This design comes from an exercise in tuning for small area, a short achievable clock period and few clock cycles per item on the open sky130 flow, not from production work. Only simulation tests tie the RTL to the original design; equivalence was not proved.

==> flow/design.v (excerpt) <==
module exponential(input clk, rst, start, input [15:0] x,
                   output done, output [1:0] intpart, output [15:0] fracpart);
  reg  [8:1]  s;           
  wire        idle = ~|s;
  reg  [15:0] u;
  reg  [17:0] r;
  reg  [7:0]  xone, xtwo, xneg;    
  reg         x15;
  always @(posedge clk or posedge rst)
    if (rst) s <= 8'b0;
    else     s <= {s[7:1], idle & start};
  assign done = idle;
  function ge(input [15:0] v, input [15:0] k);
    integer i;
    reg q;
    begin
      q = 1'b1;
      for (i = 0; i < 16; i = i + 1)
        q = k[i] ? (v[i] & q) : (v[i] | q);
      ge = q;
    end
  endfunction
  function [23:0] enc(input [15:0] v);
    integer i;
    reg [16:0] e;
    reg [7:0] o, t, n;
    begin
      e = {v, 1'b0};
      for (i = 0; i < 8; i = i + 1) begin
        o[i] = e[2*i+1] ^ e[2*i];
        t[i] = (e[2*i+2] & ~e[2*i+1] & ~e[2*i]) | (~e[2*i+2] & e[2*i+1] & e[2*i]);
        n[i] = e[2*i+2];
      end
      enc = {o, t, n};
    end
  endfunction
  wire [7:0] eone, etwo, eneg;
  assign {eone, etwo, eneg} = enc(x);
  wire [11:0] g;
  assign g[0] = ge(x, 16'd46904);
  assign g[1] = ge(x, 16'd51031);
  assign g[2] = ge(x, 16'd53627);
  assign g[3] = ge(x, 16'd55899);
  assign g[4] = ge(x, 16'd57544);
  assign g[5] = ge(x, 16'd58980);
  assign g[6] = ge(x, 16'd60309);
  assign g[7] = ge(x, 16'd61357);
  assign g[8] = ge(x, 16'd62481);
  assign g[9] = ge(x, 16'd63365);
  assign g[10] = ge(x, 16'd64192);
  assign g[11] = ge(x, 16'd64957);
  reg [17:0] r0g;
  always @* begin
    casez (g)
      12'b1???????????: r0g = 18'h0FFFF + 18'd13;
      12'b01??????????: r0g = 18'h0FFFF + 18'd12;
      12'b001?????????: r0g = 18'h0FFFF + 18'd11;
      12'b0001????????: r0g = 18'h0FFFF + 18'd10;
      12'b00001???????: r0g = 18'h0FFFF + 18'd8;
      12'b000001??????: r0g = 18'h0FFFF + 18'd7;
      12'b0000001?????: r0g = 18'h0FFFF + 18'd6;
      12'b00000001????: r0g = 18'h0FFFF + 18'd5;
  ...
Size: ~1,600 cells after synthesis, ~38 I/O pins.
make LEC_CHECK=0 ABC_AREA=1 CAP_MARGIN=20 CORE_MARGIN=2 CORE_UTILIZATION=40 SETUP_SLACK_MARGIN=3 SLEW_MARGIN=20 finish   # period 9.0 ns
run.sh (not shown) runs the stock make flow with config.mk's settings and CLKGATE_MAP_FILE= SYNTH_SCRIPT=/design/flow/synth_recipe.tcl, a recipe that flattens the netlist after the stock synthesis.
The first run went through all stages and came out clean.
Testbench counts at the start, summed over its fixed seeds: cycles 72,000, items 8,000.
Next try:
Settings changed: ABC_AREA 1 to default, CORE_UTILIZATION 40 to 60, SETUP_SLACK_MARGIN 3 to 3.45.
Routed wire length drops by 23%.
Via count drops by about 19%.
Synthesized area drops by 8.8%.
Synthesized cell count drops by 24%.
Critical path depth is unchanged.
Hold slack gets worse by 0.043 ns.
Cell area drops by 5.5%.
Global-route usage climbs by 6.8 points.
Worst setup slack gets better by 0.15 ns.
Core utilization climbs by 25 points.
Next try:
Settings changed: CORE_UTILIZATION 60 to 40, SETUP_SLACK_MARGIN 3.45 to 3.6.
Outcome: Worst hold slack degrades by 0.0052 ns. Clock skew drops by 0.0056 ns. Synthesized area does not change. Critical path depth climbs by 1.
Next try:
Settings changed: CELL_PAD_IN_SITES_DETAIL_PLACEMENT from default to 0, CELL_PAD_IN_SITES_GLOBAL_PLACEMENT from default to 0, CORE_UTILIZATION 40 to 60, SETUP_SLACK_MARGIN 3.6 to 3.2.
The new run completed with no timing, DRC or antenna violations; clock-buffer cell count rises by 1; maximum frequency falls by a few percent; synthesized area is unchanged; setup slack gets worse by 0.29 ns.

* * *

exponential again, from the RTL that the note above started with.
==> flow/config.mk <==
export PLATFORM = sky130hd
export DESIGN_NAME = exponential
export DESIGN_NICKNAME = exponential
export VERILOG_FILES = /design/flow/design.v
export SDC_FILE = /design/flow/constraint.sdc
export NUM_CORES = 4
export LEC_CHECK = 0
export CAP_MARGIN = 5
export CORE_MARGIN = 2
export CORE_UTILIZATION = 60
export SETUP_SLACK_MARGIN = 3.2
export SLEW_MARGIN = 5
==> flow/constraint.sdc <==
create_clock -name core_clock -period 9.0 [get_ports {clk}]
set_input_delay 1.8000 -clock core_clock [delete_from_list [all_inputs] [get_ports {clk}]]
set_output_delay 1.8000 -clock core_clock [all_outputs]
set_load 0.01 [all_outputs]
The baseline produced a clean layout.
Testbench counts at the start, summed over its fixed seeds: cycles 72,000, items 8,000.
Then changed:
--- a/flow/config.mk
+++ b/flow/config.mk
@@ -7,6 +7,6 @@
 export LEC_CHECK = 0
-export CAP_MARGIN = 5
+export CAP_MARGIN = 10
 export CORE_MARGIN = 2
-export CORE_UTILIZATION = 60
-export SETUP_SLACK_MARGIN = 3.2
-export SLEW_MARGIN = 5
+export CORE_UTILIZATION = 55
+export SETUP_SLACK_MARGIN = 3.3
+export SLEW_MARGIN = 10
The new run produced a clean layout.
Sequential share of layout area barely changes.
Non-clock buffer count increases by 5.
Worst hold slack gets better by 0.0067 ns.
Register-to-register slack improved by 0.12 ns.
Setup slack gets better by 0.12 ns.
Then changed:
--- a/flow/config.mk
+++ b/flow/config.mk
@@ -7,6 +7,6 @@
 export LEC_CHECK = 0
-export CAP_MARGIN = 10
+export CAP_MARGIN = 20
 export CORE_MARGIN = 2
-export CORE_UTILIZATION = 55
-export SETUP_SLACK_MARGIN = 3.3
-export SLEW_MARGIN = 10
+export CORE_UTILIZATION = 75
+export SETUP_SLACK_MARGIN = 3.4
+export SLEW_MARGIN = 20
Critical path depth decreases by 8.
Count of clock-buffer cells in the layout does not change.
Final cell count went down by 3.1%.
Global-route usage is higher by 9.6 points.
Wire length increases by 1.4%.

* * *

exponential, a different RTL version from the one above (not shown whole).
Size: about 67 flip-flops, ~38 I/O pins, about 0.011 mm^2 of cells after synthesis.
## exponential
module exponential(input clk, rst, start, input [15:0] x,
                   output done, output [1:0] intpart, output [15:0] fracpart);
Settings: LEC_CHECK=0, CAP_MARGIN=20, CORE_MARGIN=2, CORE_UTILIZATION=40, SETUP_SLACK_MARGIN=2, SLEW_MARGIN=20; clock period 9.0 ns.
The first run completed without violations.
Testbench counts at the start, summed over its fixed seeds: cycles 72,000, items 8,000.
Change:
SETUP_SLACK_MARGIN = 3   (was 2)
Clock skew is higher by 0.0066 ns.
Setup slack improves by 0.84 ns.
Global-route usage is higher by 0.30 points.
Routed wire length is higher by a few percent.
Final cell count is higher by a few percent.
Synthesized cell count stays the same.

* * *

== run A ==
RTL: one of the versions met above, not the one the previous note started from.
Size: roughly 1,200 cells after synthesis, roughly 10,000 um2 of cells after synthesis.
clock: 9.0 ns
lec_check: 0
cap_margin: 10
core_margin: 2
core_utilization: 55
setup_slack_margin: 3.2
slew_margin: 10
Per the final summary, run A finished and its layout is clean on timing, DRC and antenna.
Testbench counts of run A, summed over its fixed seeds: cycles 72,000, items 8,000.
Relative to run A, the following input files were edited for run B:
# run A
export LEC_CHECK = 0
export CAP_MARGIN = 10
export CORE_MARGIN = 2
export CORE_UTILIZATION = 55
export SETUP_SLACK_MARGIN = 3.2
export SLEW_MARGIN = 10
create_clock -name core_clock -period 9.0 [get_ports {clk}]
# run B
export LEC_CHECK = 0
export CAP_MARGIN = 20
export CORE_MARGIN = 2
export CORE_UTILIZATION = 40
export SETUP_SLACK_MARGIN = 3
export SLEW_MARGIN = 20
create_clock -name core_clock -period 9.0 [get_ports {clk}]
==> run notes <==
- In summary, run B completed successfully, with a layout that passed the timing, DRC and antenna checks.
- The wire length on met3 reported for run B is greater than that of run A by 14%.
- The total wire length of run B exceeds that of run A by about 1.2%.
- Changes observed in run B relative to run A: layout overhead on the synthesized area higher; number of cell instances on the worst register-to-register path moved down; highest clock rate decreased about 2.8%; post-route clock period utilization +1.8 points.
- Summary of run B over run A: number of vias in the routed layout +1.1%, setup slack of the critical path after layout -160 ps.
What run C does differently from run B at the input level:
# run B
export LEC_CHECK = 0
export CAP_MARGIN = 20
export CORE_MARGIN = 2
export CORE_UTILIZATION = 40
export SETUP_SLACK_MARGIN = 3
export SLEW_MARGIN = 20
create_clock -name core_clock -period 9.0 [get_ports {clk}]
# run C
export LEC_CHECK = 0
export CAP_MARGIN = 20
export CORE_MARGIN = 2
export CORE_UTILIZATION = 60
export SETUP_SLACK_MARGIN = 2.8
export SLEW_MARGIN = 20
create_clock -name core_clock -period 9.0 [get_ports {clk}]
Relative to run B, first-iteration DRC count increased by 103 in run C.
In the tables for run B and run C, post-layout instance count excluding filler cells reads higher with run B.

* * *

Starting RTL as in the previous note.
export LEC_CHECK = 0
export CAP_MARGIN = 20
export CORE_MARGIN = 2
export CORE_UTILIZATION = 50
export SETUP_SLACK_MARGIN = 3.2
export SLEW_MARGIN = 20
create_clock -name core_clock -period 9.0 [get_ports {clk}]
The first run completed with no timing, DRC or antenna violations.
Testbench counts at the start, summed over its fixed seeds: cycles 72,000, items 8,000.
Next try:
CORE_UTILIZATION = 60   (was 50)
Result: The changed run produced a clean layout; design area barely changes; flip-flop and latch count does not change; register-to-register slack improved by 70 ps; clock skew is about the same; via count went up by 1.1%; area after synthesis stays the same; core utilization went up by 12 points.
Next try:
ABC_CLOCK_PERIOD_IN_PS = 4000   (was default)
CORE_UTILIZATION = 40   (was 60)
SETUP_SLACK_MARGIN = 3   (was 3.2)
After rerunning:
- non-clock buffer count went down by 5
- hold slack gets better by 5.0 ps
- final cell count went up by 7.5%
- critical path depth went down by 1
- wire length went up by 3.8%
- register-to-register slack gets worse by 170 ps
- die area went up by 48%
- sequential share of layout area went down by 0.44 points
- setup slack gets worse by 170 ps
- utilization went down by 23 points
Next try:
ABC_CLOCK_PERIOD_IN_PS = default   (was 4000)
CORE_UTILIZATION = 55   (was 40)
SETUP_SLACK_MARGIN = 3.4   (was 3)
The new run went through all stages and came out clean; setup slack gains 260 ps; synthesized area stays the same; via count climbs by 2.0%; core utilization went up by 20 points; fmax rose by 4.7%; flip-flop and latch count does not change; routed wire length rose by 2.3%; sequential share of layout area goes down by 0.18 points; first-iteration DRC count falls by 8.9%; global-route usage increases by 8.4 points; count of clock-buffer cells in the layout is unchanged.

## separate check: timing with driven ports
The results above use ideal ports. As a check the final layouts listed here were re-extracted and re-timed, cells and wires unchanged. Step 1 assumes that a clkbuf_16 drives the clock port and a buf_2 every other input. Step 2 times the ports against the registers' clock, not the clock port: input delays grow and output delays shrink by t, the midpoint of the rising clock arrivals with the driver on. Slacks: ideal / step 1 / step 2; pairs: ideal / step 1.
run | t, ns | setup WS [ns] | worst hold slack (ns) | worst data-port slew with drivers (ns)
the first run of note 1 | 0.398 | 3.426 / 3.426 / 3.426 | 0.421 / 0.421 / 0.421 | 0.03
the second run of note 1 | 0.387 | 3.574 / 3.574 / 3.574 | 0.378 / 0.378 / 0.378 | 0.03
the third run of note 1 | 0.393 | 3.732 / 3.732 / 3.732 | 0.373 / 0.373 / 0.373 | 0.04
the fourth run of note 1 | 0.381 | 3.446 / 3.446 / 3.446 | 0.374 / 0.374 / 0.374 | 0.03
the first run of note 2 | 0.381 | 3.446 / 3.446 / 3.446 | 0.374 / 0.374 / 0.374 | 0.03
the second run of note 2 | 0.373 | 3.567 / 3.549 / 3.567 | 0.381 / 0.381 / 0.381 | 0.03
the third run of note 2 | 0.379 | 3.514 / 3.473 / 3.574 | 0.381 / 0.381 / 0.381 | 0.04
the first run of note 3 | 0.358 | 2.372 / 2.372 / 2.372 | 0.366 / 0.366 / 0.366 | 0.04
the second run of note 3 | 0.358 | 3.210 / 3.210 / 3.210 | 0.369 / 0.369 / 0.369 | 0.04
run A | 0.379 | 3.435 / 3.435 / 3.435 | 0.380 / 0.380 / 0.380 | 0.03
run B | 0.387 | 3.275 / 3.275 / 3.275 | 0.379 / 0.379 / 0.379 | 0.03
run C | 0.381 | 3.162 / 3.162 / 3.162 | 0.374 / 0.374 / 0.374 | 0.03
the first run of note 5 | 0.380 | 3.371 / 3.371 / 3.371 | 0.388 / 0.388 / 0.388 | 0.04
the second run of note 5 | 0.381 | 3.446 / 3.446 / 3.446 | 0.374 / 0.374 / 0.374 | 0.03
the third run of note 5 | 0.387 | 3.275 / 3.275 / 3.275 | 0.379 / 0.379 / 0.379 | 0.03
the fourth run of note 5 | 0.380 | 3.532 / 3.532 / 3.532 | 0.380 / 0.380 / 0.380 | 0.03
After both steps every run listed still meets setup and hold.
